Source: an optimization exercise on an open RTL-to-GDS flow (aim: small area and a short achievable clock period). Production flows keep margins and buffers that such runs may drop. Only simulation tests tie the RTL to the original design; equivalence was not proved. No activity file was given, so power comes from the tool's default toggle rates.

== build 89 ==
// ALU
module ALU(X, B, R, y, valid_in, clk);
    input [15:0] X, B;
    input clk;
    input R;
    input valid_in;
    output reg [38:0] y;
  wire [6:0] yh;
  wire [6:0] hi;
  wire n1;
  c_f0 u_n1 (.i0(B[0]), .i1(valid_in), .i2(R), .o0(n1));
  wire n2;
  c_f0 u_n2 (.i0(B[1]), .i1(valid_in), .i2(R), .o0(n2));
  wire n3;
  c_f0 u_n3 (.i0(B[2]), .i1(valid_in), .i2(R), .o0(n3));
  wire n4;
  c_f0 u_n4 (.i0(B[3]), .i1(valid_in), .i2(R), .o0(n4));
  wire n5;
  c_f0 u_n5 (.i0(B[4]), .i1(valid_in), .i2(R), .o0(n5));
  wire n6;
  c_f0 u_n6 (.i0(B[5]), .i1(valid_in), .i2(R), .o0(n6));
  wire n7;
  c_f0 u_n7 (.i0(B[6]), .i1(valid_in), .i2(R), .o0(n7));
  wire n8;
  c_f0 u_n8 (.i0(B[7]), .i1(valid_in), .i2(R), .o0(n8));
  wire n9;
  c_f0 u_n9 (.i0(B[8]), .i1(valid_in), .i2(R), .o0(n9));
  wire n10;
  c_f0 u_n10 (.i0(B[9]), .i1(valid_in), .i2(R), .o0(n10));
  wire n11;
  ...
Size in the first run: roughly 74 I/O pins, roughly 0.0096 mm^2 of cells after synthesis.
export LEC_CHECK = 0
export CAP_MARGIN = 20
export CORE_MARGIN = 2
export CORE_UTILIZATION = 40
export PLACE_DENSITY = 0.8
export SETUP_SLACK_MARGIN = 2.25
export SLEW_MARGIN = 20
export SYNTH_HIERARCHICAL = 1
export SYNTH_MINIMUM_KEEP_SIZE = 0
create_clock -name core_clock -period 10.0 [get_ports {clk}]
standard.sh (not shown) runs the stock make flow with config.mk's settings and CLKGATE_MAP_FILE= SYNTH_SCRIPT=/design/flow/synth_recipe.tcl, a recipe that flattens the netlist after the stock synthesis.
==> flow/flow/run.sh <==
#!/bin/bash
# The standard layout, with every input and output port buffered by a
# plain buffer (buf_1) instead of the default delay-cell buffer; the
# resizer may then size these buffers like any other.
set -euo pipefail
cd "$(dirname "$0")/.."
export BUFFER_PORTS_ARGS="-buffer_cell sky130_fd_sc_hd__buf_1"
bash standard.sh > flow_standard.log 2>&1
diff inputs: build 89 => build 69
- GPL_ROUTABILITY_DRIVEN: unset -> 0
- SETUP_SLACK_MARGIN: 2.25 -> 2.75
- Compared with build 89, in build 69 first-pass GRT wire length +0.62%; met2 routing resource usage after global routing +0.42 points; core utilization +1.0 points.
- Diff build 89 -> build 69 | non-clock buffer count | increase of 7.4%
- Between build 69 and build 89, final worst-path cycle share is lower for build 69, build 89 comes in above that.
- Build 89 → build 69: post-layout total power now sits higher, clock latency on the worst-skew pair shows no meaningful change, power share of the clock group lost 0.8 points.
- Footprint of the multi-input gates in build 69 vs build 89: up 1.3%
Relative to build 69, the following input files were edited for build 60:
- a change of SETUP_SLACK_MARGIN from 2.75 to 3.25
- a deleted GPL_ROUTABILITY_DRIVEN that had been 0
### Flow results
- [compare] base=build 69 new=build 60: detailed-route wire length on metal 1 saw an increase, share of total power in the clock network went up, worst-margin pin slew dropped 0.066 ns, maximum clock frequency increased about 3.7%.
- Between build 69 and build 60, clock power is lower for build 69, build 60 comes in above that.
- Worst hold slack | build 60 below build 69
- Global-route usage over all layers: higher on build 60
- The power dissipated by switching net loads in build 60 is 1.09 times that in build 69.
Here is what was changed in the inputs of build 57 compared with build 60.
- swapping 3.25 for 2.75 in SETUP_SLACK_MARGIN
Findings:
Build 57 ended up with y[26] as its end of the critical path; build 60 ended up with y[28].
NOTE power build 60->build 57 decreased by more than 10%
Of build 60 and build 57, the run reporting the higher first-iteration DRC count was build 57.
Per the comparison of build 57 with build 60, routed wire length lost about 6%, sequential power was more or less identical.
The global router's overall resource usage of build 57 falls short of that of build 60 by 0.87 points.
Compared with build 60, build 57 shows a lower portion of total power attributed to the clock network.
Of build 60 and build 57, the run reporting the lower final critical-path required period was build 60.
Looking only at fraction of final layout cells with drive strength greater than 1, and setting everything else aside, the lower value of build 60 and build 57 goes to build 57.
The maximum achievable frequency reported for build 57 is smaller than that of build 60 by 5.2 MHz.
Looking only at period utilization, and setting everything else aside, the lower value of build 60 and build 57 goes to build 60.
The multi-input combinational cell count was comparable across build 60 and build 57.

[afterwards: timing with drivers on the ports]
No port has a modelled driver above. Below, the same layouts with a new extraction and two added sets of constraints.
Step 1, drivers: a clkbuf_16 drives clk and a buf_2 each remaining input, both assumed.
Step 2, shift: input delay + t, output delay - t, t = (earliest + latest rising clock arrival at the registers) / 2. This alone moves slack from input paths to output paths.
Slacks: ideal ports / drivers / drivers and shift; pairs: ideal ports / drivers.
run	t (ns)	setup slack, ns	clock arrival spread, ns
build 89	0.348	2.458 / 2.479 / 2.130	0.009 / 0.009
build 69	0.346	2.832 / 2.846 / 2.501	0.009 / 0.009
build 60	0.347	3.090 / 3.002 / 2.656	0.009 / 0.009
build 57	0.346	2.832 / 2.846 / 2.501	0.009 / 0.009
After both steps setup and hold are still met in every run listed. For build 60, which loses most, drivers alone change the setup slack by -0.088 ns; drivers and shift together by -0.434 ns.
